This is an optimization exercise on Yosys and OpenROAD, whose aim is small area and a short achievable clock period, not a production implementation.
In this exercise RTL edits were held to simulation tests only and were not proved equivalent to the original.
Power figures rest on the tool's default switching activity, not on a simulated workload.

## flow/design.v (module list and top-level ports; edited modules follow where they fit)
// module muitiplier: 2198 lines
// module mul_fa: 4 lines
// module mul_ha: 4 lines
module muitiplier(
    input clk,rstn,
    input pipeline_muitiplier_flush,
    input pipeline_muitiplier_stall,
    input [4:0] pipeline_muitiplier_subtype,
    input [31:0] pipeline_muitiplier_din1,
    input [31:0] pipeline_muitiplier_din2,
    output [31:0] muitiplier_pipeline_dout
);
  // ...
==> flow/run.sh <==
#!/bin/bash
# synth_recipe.tcl (not shown) runs the flow's synth.tcl, then flattens the netlist and writes it again
# the make line also repeats each setting of config.mk as NAME=value (left out here)
make -C /OpenROAD-flow-scripts/flow DESIGN_CONFIG=/design/flow/config.mk WORK_HOME=/design/flow/orfs CLKGATE_MAP_FILE= SYNTH_SCRIPT=/design/flow/synth_recipe.tcl finish
==> flow/config.mk <==
export PLATFORM = sky130hd
export DESIGN_NAME = muitiplier
export DESIGN_NICKNAME = muitiplier
export VERILOG_FILES = /design/flow/design.v
export SDC_FILE = /design/flow/constraint.sdc
export NUM_CORES = 4
export LEC_CHECK = 0
export ABC_AREA = 1
export CAP_MARGIN = 20
export CORE_MARGIN = 2
export CORE_UTILIZATION = 40
export SETUP_SLACK_MARGIN = 5
export SLEW_MARGIN = 20
export SYNTH_HIERARCHICAL = 1
==> flow/constraint.sdc <==
create_clock -name core_clock -period 12.0 [get_ports {clk}]
set_input_delay 2.4000 -clock core_clock [delete_from_list [all_inputs] [get_ports {clk}]]
set_output_delay 2.4000 -clock core_clock [all_outputs]
set_load 0.01 [all_outputs]
==> results.rst, run 1 <==
.. list-table::
   :header-rows: 1

   * - Metric
     - Value
   * - Total instance count after detailed placement
     - 3472
   * - Fraction of layout cells with a size suffix above 1
     - 0.0865
   * - Most used cells in the layout excluding fill and tap cells
     - 545 x xor2_1, 512 x o22ai_1, 469 x fa_1
   * - Worst setup slack for register-to-register paths
     - 10.31 ns
   * - Start of the worst register-to-register path
     - zero
   * - Wirelength per Cell
     - 28.2 µm
   * - Tightest hold margin
     - 0.855 ns
   * - Cells along the critical path
     - buf_2 > clkbuf_8 > inv_2 > o21ai_2 > buf_6 > o22ai_1 > xor2_1 > fa_1 > fa_1 > fa_1 > fa_1 > fa_1 > fa_1
   * - Global-route wire length before repair
     - 149000 µm
   * - Number of enable-type register cells in the synthesized netlist
     - 127
   * - Clock sink count
     - 129
   * - Min-delay worst type
     - register to register
   * - Final Util
     - 0.443
   * - Cell with the most instances after synthesis
     - xor2_1
   * - Total combinational power
     - 7.15 mW
   * - Placeable Area
     - 66900 µm²
   * - Number of multi-input combinational cells
     - 2135
   * - Synthesis warning total
     - 7
   * - Worst clock skew
     - 0 ns
   * - Outcome
     - timing/DRC/antenna clean
   * - Switching part of the total power
     - 0.470
   * - Post-Syn Nets
     - 3369
   * - Top Family by Delay on Critical Path
     - adder cells
   * - Sequential power
     - 1.40 mW
   * - Met3 wire length
     - 11200 µm
   * - Slew @ Worst Pin
     - 0.988 ns
   * - Number of top-level design ports
     - 105
   * - Total power
     - 9.15 mW
   * - Most frequent standard cell in the layout excluding fill and tap cells
     - xor2_1
   * - Count of nets left with antenna violations after detail routing
     - 0
   * - Element type at the critical path end
     - register
   * - Die extent in x
     - 264 µm
==> run 2, diff against run 1 <==
--- a/flow/config.mk
+++ b/flow/config.mk
@@ -9,5 +9,5 @@
 export CAP_MARGIN = 20
 export CORE_MARGIN = 2
-export CORE_UTILIZATION = 40
+export CORE_UTILIZATION = 55
 export SETUP_SLACK_MARGIN = 5
 export SLEW_MARGIN = 20
==> run 2 against run 1 <==
- cell area decreased by 1.1%
- global-route usage increased by 11 points
- sequential power about the same
- sequential share of layout area increased by 0.15 points
- synthesized cell count unchanged
- still clean on timing, DRC and antenna
- worst hold slack improved by 0.0076 ns
==> results.rst, run 2 <==
.. list-table::
   :header-rows: 1

   * - Metric
     - Value
   * - Pin count of the biggest net entering global routing
     - 69 (unchanged)
   * - Leading post-synthesis cells by instance count
     - 545 x xor2_1, 512 x o22ai_1, 469 x fa_1, 148 x ha_1, 147 x clkbuf_1 (unchanged)
   * - Number of buffers created by CTS
     - 17 (unchanged)
   * - Most used DFF post-synth
     - edfxtp_1 (unchanged)
   * - Final Util
     - 0.603 (was 0.443)
   * - Fin crit share
     - 0.580 (about the same)
   * - Placeable Area
     - 48600 µm² (was 66900 µm²)
   * - Final TNS setup
     - 0 ns (unchanged)
   * - Clock-pin slew on the worst setup and hold paths
     - 0.06 ns (was 0.07 ns)
   * - Element type at the critical path end
     - register (unchanged)
   * - Cell with the most instances after synthesis
     - xor2_1 (unchanged)
   * - Wirelength per Cell
     - 29.7 µm (was 28.2 µm)
   * - Die Span Y
     - 225 µm (was 264 µm)
   * - Top post-synthesis cells by area
     - fa_1 35%, xor2_1 18%, edfxtp_1 14%, o22ai_1 12%, ha_1 6.9% (unchanged)
   * - Leftover overflow at the end of global routing
     - 0 (unchanged)
   * - Max Fclk
     - 144 MHz (about the same)
   * - Min-delay worst type
     - register to register (unchanged)
   * - Largest registers
     - r0 (64), r1 (63) (unchanged)
   * - Flip-flop count of the largest register after layout
     - 64 (unchanged)
   * - Number of enable-type register cells in the synthesized netlist
     - 127 (unchanged)
   * - Die area
     - 50800 µm² (was 69500 µm²)
   * - Worst clock skew
     - 0 ns (unchanged)
   * - Synthesis warning total
     - 7 (unchanged)
   * - Worst IR Drop VDD
     - 0.204 mV (was 0.150 mV)
   * - Total of buffers placed on input and output ports
     - 104 (unchanged)
   * - Async SR Flop Fraction
     - 0 (unchanged)
   * - Final hold violations
     - 0 (unchanged)
   * - Total wire length after detailed routing
     - 97000 µm (was 99300 µm)
   * - Source-to-sink clock delay at the later pin of the worst-skew pair
     - 0.49 ns (about the same)
   * - Antenna violations before repair
     - 0 (unchanged)
   * - Most frequent standard cell in the layout excluding fill and tap cells
     - xor2_1 (unchanged)
   * - Placer Congestion
     - 0.947 (was 0.913)
   * - Period minus WS final
     - 6.95 ns (was 6.96 ns)
   * - Setup WS pre-CTS
     - 4.13 ns (was 4.14 ns)
   * - DRC
     - 0 (unchanged)
   * - Worst rel slew slack
     - 0.272 (was 0.340)
   * - Cell at the root of the clock tree
     - clkbuf_16 (unchanged)
   * - Total global-route track usage
     - 0.394 (was 0.287)
   * - Register with the most flip-flops
     - r0 (unchanged)
   * - Element type at the critical path start
     - input port (unchanged)
   * - Syn avg cell area
     - 10.1 µm² (unchanged)
   * - Final-report max-slew violation count
     - 0 (unchanged)
   * - Cell area power density
     - 311 nW/µm² (was 308 nW/µm²)
   * - Cells after Synth
     - 2679 (unchanged)
   * - Starting utilization of the core area
     - 0.554 (was 0.403)
   * - Outcome
     - timing/DRC/antenna clean (unchanged)
   * - Maximum fanout along the worst path
     - 33 (was 34)
   * - Row cnt
     - 81 (was 95)
   * - Number of top-level design ports
     - 105 (unchanged)
   * - Via count of the first global-routing pass
     - 23500 (was 24300)
   * - Leakage Power
     - 12.0 nW (about the same)
   * - Count of nets left with antenna violations after detail routing
     - 0 (unchanged)
   * - Clock sink count
     - 129 (unchanged)
   * - Largest area contributor in the netlist
     - fa_1 (unchanged)
   * - Final nets
     - 3323 (unchanged)
   * - Post-Syn Nets
     - 3369 (unchanged)
   * - Critical path start-end classification
     - input port to register (unchanged)
   * - Tightest hold margin
     - 0.862 ns (was 0.855 ns)
   * - Post-synth cell types
     - 41 (unchanged)
   * - Fraction of layout cells with a size suffix above 1
     - 0.0896 (was 0.0865)
   * - Max-cap violation count
     - 0 (unchanged)
   * - Most used cells in the layout excluding fill and tap cells
     - 544 x xor2_1, 512 x o22ai_1, 469 x fa_1 (was 545 x xor2_1, 512 x o22ai_1, 469 x fa_1)
   * - Slew @ Worst Pin
     - 1.09 ns (was 0.988 ns)
   * - Setup WS post-layout
     - 5.05 ns (was 5.04 ns)
   * - Area growth from synthesis to layout
     - 8.83% (was 10.1%)
   * - RSZ-0062 raised after global routing
     - yes (unchanged)
   * - Via count
     - 22200 (was 22600)
   * - Arrival time worst endpoint
     - 7.18 ns (was 7.20 ns)
   * - Total of hold buffers inserted after clock tree synthesis
     - 0 (unchanged)
   * - Iteration-0 DRC count of the detailed router
     - 2683 (was 2807)
   * - Clock buffer depth
     - 2 (unchanged)
   * - Die extent in x
     - 225 µm (was 264 µm)
   * - Final setup violation count
     - 0 (unchanged)
   * - Number of antenna repair diodes
     - 0 (unchanged)
   * - Synth top area share
     - 0.348 (unchanged)
   * - Final HPWL DP
     - 65000 µm (was 66800 µm)
   * - CTS HTree Levels
     - 4 (unchanged)
   * - Total power
     - 9.11 mW (was 9.15 mW)
   * - Required time of the critical path
     - 12.23 ns (was 12.25 ns)
   * - Fraction of the yosys area taken by sequential cells
     - 0.143 (unchanged)
   * - Clock tree from TritonCTS
     - done (unchanged)
   * - Netlist area before placement
     - 26900 µm² (unchanged)
   * - Global-route wire length before repair
     - 145000 µm (was 149000 µm)
   * - #FFs+latches synth
     - 129 (unchanged)
   * - Number of optimization iterations in the first detailed-route pass
     - 6 (unchanged)
   * - Per-cell via count in the routed design
     - 6.80 (was 6.42)
==> run 2: cell types whose count changed in the layout (fill, tap and decap cells not counted), moves of 3 or more <==
cell and change:
buf_8 +4, bufinv_16 -3, clkbuf_8 -5, clkinv_1 +3, clkinv_2 +3, inv_1 -7, inv_2 +3, nand2_2 +3
nor2_1 +3
==> run 2: worst paths after layout <==
| kind | from | end | slack (ns) | cells past startpoint |
|---|---|---|---|---|
| worst min register to register | hi | hi | 0.86 | 3 |
| worst max-delay path | pipeline_muitiplier_din2[11] | r0[36] | 5.05 | 13 |
| worst min-delay path | hi | hi | 0.86 | 3 |
| worst max register to register | zero | zero | 10.24 | 3 |
==> run 2: layout make-up <==
| type | instances | area [µm²] |
|---|---|---|
| Tap cell | 622 | 778 |
| Fill cell | 4122 | 19300 |
| Inverter | 143 | 558 |
| Sequential cell | 129 | 3850 |
| Clock buffer | 17 | 425 |
| Timing Repair Buffer | 207 | 1890 |
| Clock inverter | 15 | 160 |
| Multi-Input combinational cell | 2135 | 21700 |
==> run 2: per-module statistics from Yosys, one instance, submodules excluded <==
module / cells / times used / cell area (µm²)
muitiplier: 2105 / 1 / 16200
mul_ha: 1 / 105 / 12.5
mul_fa: 1 / 469 / 20.0
==> run 2: logic make-up after synthesis <==
group	count (synthesis)	share of synthesized area
xor+xnor	546	0.177
fa+ha+maj	617	0.417
buf+inv	415	0.0600
flops	129	0.143
other cells	1	0.000139
compound gates	668	0.153
simple gates	303	0.0491
==> run 2: per-stage QoR <==
step,instances,instance area (µm²)
final,3268,29300
after global routing,3268,29300
after CTS,3258,29000
after detailed placement,3225,28400
after global placement,3225,28400
after floorplan,2679,26900
==> run 2: power breakdown <==
group          switching [mW]  total (mW)  internal, mW
Sequential             0.0837        1.41          1.32
Combinational            3.98        7.15          3.17
Clock                   0.243       0.549         0.306
Total                    4.31        9.11          4.80
==> run 2: critical path, stage by stage <==
cell     delay (ns)
buf_4          0.26
buf_4          0.33
inv_2          0.16
o21ai_2        0.20
buf_8          0.34
o22ai_1        0.13
xor2_1         0.32
fa_1           0.50
fa_1           0.52
fa_1           0.54
fa_1           0.46
fa_1           0.58
fa_1           0.42
==> run 2: layer usage <==
metal,up-vias,global-route usage,part of all wire,wire [µm]
met5,-,0,0.00080,78
met4,2,0.257,0.068,6560
met3,434,0.107,0.11,10200
met2,1525,0.615,0.46,44600
met1,11100,0.483,0.37,35600
li1,9119,-,-,-
==> run 2: repair_timing <==
item,in CTS,in global routing
setup buffers,1,10
cloned,0,0
resized for setup,23,52
setup endpoints to repair,43,41
pin swaps,0,5

## port drivers added, routing unchanged
The results above use ideal ports. As a check the final layouts listed here were re-extracted and re-timed, cells and wires unchanged. Step 1 sets driving cells, clkbuf_16 on the clock port and buf_2 on the other inputs (assumed; they add their load-dependent delay and slew). Step 2 times the ports against the registers' clock, not the clock port: input delays grow and output delays shrink by t, the midpoint of the rising clock arrivals with the driver on. Slacks: ideal / step 1 / step 2; pairs: ideal / step 1.
| run | t, ns | setup slack, ns | worst setup path after step 2 | latest minus earliest clock arrival (ns) | pins driven straight from the clock port |
|---|---|---|---|---|---|
| run 1 | 0.549 | 5.042 / 5.073 / 4.523 | input to register | 0.027 / 0.027 | 1 |
| run 2 | 0.555 | 5.046 / 5.075 / 4.520 | input to register | 0.015 / 0.015 | 1 |
After both steps setup and hold are still met in every run listed. The setup slack of run 2, which loses most, moves by +0.029 ns with the drivers and by -0.526 ns with both steps.
